What follows belongs to an exercise in optimizing a design on an open flow for small area, a short achievable clock period and few clock cycles; a production flow would make more cautious choices. The RTL was checked by simulation tests, not by an equivalence proof against the original design. Power is estimated from default activity; no workload was simulated.

## job 6286
## MIPS
module MIPS(
    clk,
    rst_n,
    in_valid,
    instruction,
    output_reg,
    out_valid,
    out_1,
    out_2,
    out_3,
    out_4,
    instruction_fail
);
Size: about 3400 cells after synthesis, about 20000 µm² of cells after synthesis.
clock: 32.0 ns
lec_check: 0
abc_area: 1
cap_margin: 20
core_margin: 2
core_utilization: 30
place_density: 0.45
slew_margin: 20
synth_hierarchical: 1
standard.sh (not shown) runs the stock make flow with config.mk's settings and CLKGATE_MAP_FILE= SYNTH_SCRIPT=/design/flow/synth_recipe.tcl, a recipe that flattens the netlist after the stock synthesis.
==> flow/flow/run.sh <==
#!/bin/bash
# The standard layout (standard.sh: ORFS steps from synthesis to the
# final layout) with three changes:
#  - synthesis is synth_recipe.tcl unchanged, except that ABC maps the GCD
#    step module (MIPS_gcd_step) with flow/abc_gcd.script (area-oriented
#    mapping under a delay target) and the other modules with ORFS's own
#    abc_area.script (a copy in flow/); registers are untouched by ABC;
#  - port buffers are sky130_fd_sc_hd__buf_2 (instead of the slow delay
#    buffer buffer_ports picks by default);
#  - timing repair aims 22.8 ns above the 32 ns target's zero slack, so that
#    it also shortens the slowest paths.
set -euo pipefail
here=$(pwd)
cat > "$here/flow_synth.tcl" <<TCL
proc abc {args} {
  set i [lsearch -exact \$args -script]
  if {\$i >= 0} { set args [lreplace \$args \$i [expr {\$i + 1}]] }
  yosys abc -script $here/flow/abc_gcd.script {*}\$args MIPS_gcd_step
  yosys abc -script $here/flow/abc_area.script {*}\$args MIPS_alu_out
  yosys abc -script $here/flow/abc_area.script {*}\$args MIPS
}
source $here/synth_recipe.tcl
TCL
sed "s#SYNTH_SCRIPT=[^ ]*#SYNTH_SCRIPT=$here/flow_synth.tcl#" standard.sh > flow_standard.sh
grep -q "SYNTH_SCRIPT=$here/flow_synth.tcl" flow_standard.sh
export BUFFER_PORTS_ARGS="-buffer_cell sky130_fd_sc_hd__buf_2"
export SETUP_SLACK_MARGIN=22.8
bash flow_standard.sh > standard.log 2>&1
==> flow/flow/abc_area.script <==
strash
dch
map -B 0.9
topo
stime -c
buffer -c
upsize -c
dnsize -c
==> flow/flow/abc_gcd.script <==
strash
dch
map -D 6000
topo
stime -c
buffer -c
upsize -c
dnsize -c
Testbench counts of job 6286, summed over its fixed seeds: cycles 6,193.
What job 4171 does differently from job 6286 at the input level:
diff --git a/flow/flow/run.sh b/flow/flow/run.sh
--- a/flow/flow/run.sh
+++ b/flow/flow/run.sh
@@ -20 +20 @@
-  yosys abc -script $here/flow/abc_area.script {*}\$args MIPS
+  yosys abc -script $here/flow/abc_top.script {*}\$args MIPS
==> flow/flow/abc_top.script (new file) <==
strash
dch
map -a
topo
stime -c
buffer -c
upsize -c
dnsize -c
Results
- Job 4171: all stages complete, timing, DRC and antenna checks passed
- Job 4171 vs. job 6286: largest net degree at the start of global routing dropped 14, end-of-flow core utilization went up, worst-case headroom to the max-slew limit fell by 2.4 points, depth of the most critical reg-to-reg path climbed 5.
- Compared job 4171 vs job 6286, and cell count along the critical path is down in job 4171.
- When job 4171 is set beside job 6286, its final worst slack turns out to be 0.018 ns larger.
Modified inputs, job 6785 compared to job 4171
- ABC_AREA: 1 -> unset
==> flow/flow/run.sh <==
#!/bin/bash
# The standard layout (standard.sh: standard synthesis and ORFS steps),
# with two changes: port buffers are sky130_fd_sc_hd__buf_2 (instead of the
# slow delay buffer buffer_ports picks by default), and timing repair aims
# 22.8 ns above the 32 ns target's zero slack, so that it also shortens the
# few slowest paths.
set -euo pipefail
export BUFFER_PORTS_ARGS="-buffer_cell sky130_fd_sc_hd__buf_2"
export SETUP_SLACK_MARGIN=22.8
bash standard.sh > standard.log 2>&1
removed: flow/flow/abc_area.script
removed: flow/flow/abc_gcd.script
removed: flow/flow/abc_top.script
### Flow results
Going from job 4171 to job 6785, worst setup timing slack at the placement stage has decreased, area occupied by multi-input gates now larger, highest clock rate decreased 5.9%, total power per unit cell area went down, post-synth design cell area went up. Diff job 6785 and job 4171: overall power lower in job 4171. Relative to job 4171, mux contribution to synthesized area increased by 17 points in job 6785. The source of the critical timing path comes out osel[2][2] in one run and A[0] in the other, namely in job 4171 and job 6785 respectively. | worst path arrival time | higher: job 6785 |. Compared with job 4171, job 6785 shows a lower register-to-register slack.
Input-level comparison between job 7085 and job 6785:
- ABC_AREA newly set to 1
Results
In job 7085 the fraction of met2 tracks used by global routing turned out 3.4 points lower than in job 6785.
Looking only at total leakage power, and setting everything else aside, the higher value of job 6785 and job 7085 goes to job 7085.
Comparing job 6785 and job 7085, combinational power share is lower on job 6785.
> inputs changed (job 7085 -> job 8910)
- a change of CORE_UTILIZATION from 30 to 40
- a change of PLACE_DENSITY from 0.45 to 0.55
Notes after the runs:
Relative to job 7085, job 8910 improves routed wire length. Job 7085 consumes less power than job 8910. Of job 7085 and job 8910, the run reporting the higher pin slew with the least headroom to its limit was job 8910. On fraction of the cycle the final worst path needs, job 7085 and job 8910 are neck and neck. Job 7085 -> job 8910: multi-input gate count flat. For the number of post-CTS setup repair buffers, job 8910 came in 5 lower than job 7085 did. Run comparison: job 7085 most congested layer reported by global routing met2; job 8910 most congested layer reported by global routing met1. Job 8910: worst hold slack lower than job 7085. Delta (job 8910 minus job 7085): length of routed wiring on met1 shrank by 9.2%, HPWL after detailed placement fell about 7%. Comparing job 7085 and job 8910, end-of-flow core utilization is higher on job 8910.

separate check: timing with driven ports:
No port has a modelled driver above. Below, the same layouts with a new extraction and two added sets of constraints. Step 1 assumes that a clkbuf_16 drives the clock port and a buf_2 every other input. Step 2, shift: input delay + t, output delay - t, t = (earliest + latest rising clock arrival at the registers) / 2. This alone moves slack from input paths to output paths. Three values: ideal ports, drivers, drivers and shift; two values: the first two.
run	t, ns	slack for setup (ns)	latest minus earliest clock arrival (ns)	worst register clock-pin slew, ns
job 6286	0.554	22.819 / 22.761 / 22.634	0.015 / 0.016	0.08 / 0.08
job 4171	0.530	22.837 / 22.774 / 22.513	0.013 / 0.013	0.07 / 0.07
job 6785	0.552	22.260 / 22.192 / 22.452	0.019 / 0.019	0.08 / 0.08
job 7085	0.530	22.824 / 22.760 / 22.766	0.014 / 0.014	0.08 / 0.08
job 8910	0.512	22.777 / 22.725 / 22.806	0.020 / 0.019	0.08 / 0.08
After both steps every run listed still meets setup and hold. For job 4171, which loses most, drivers alone change the setup slack by -0.063 ns; drivers and shift together by -0.324 ns.
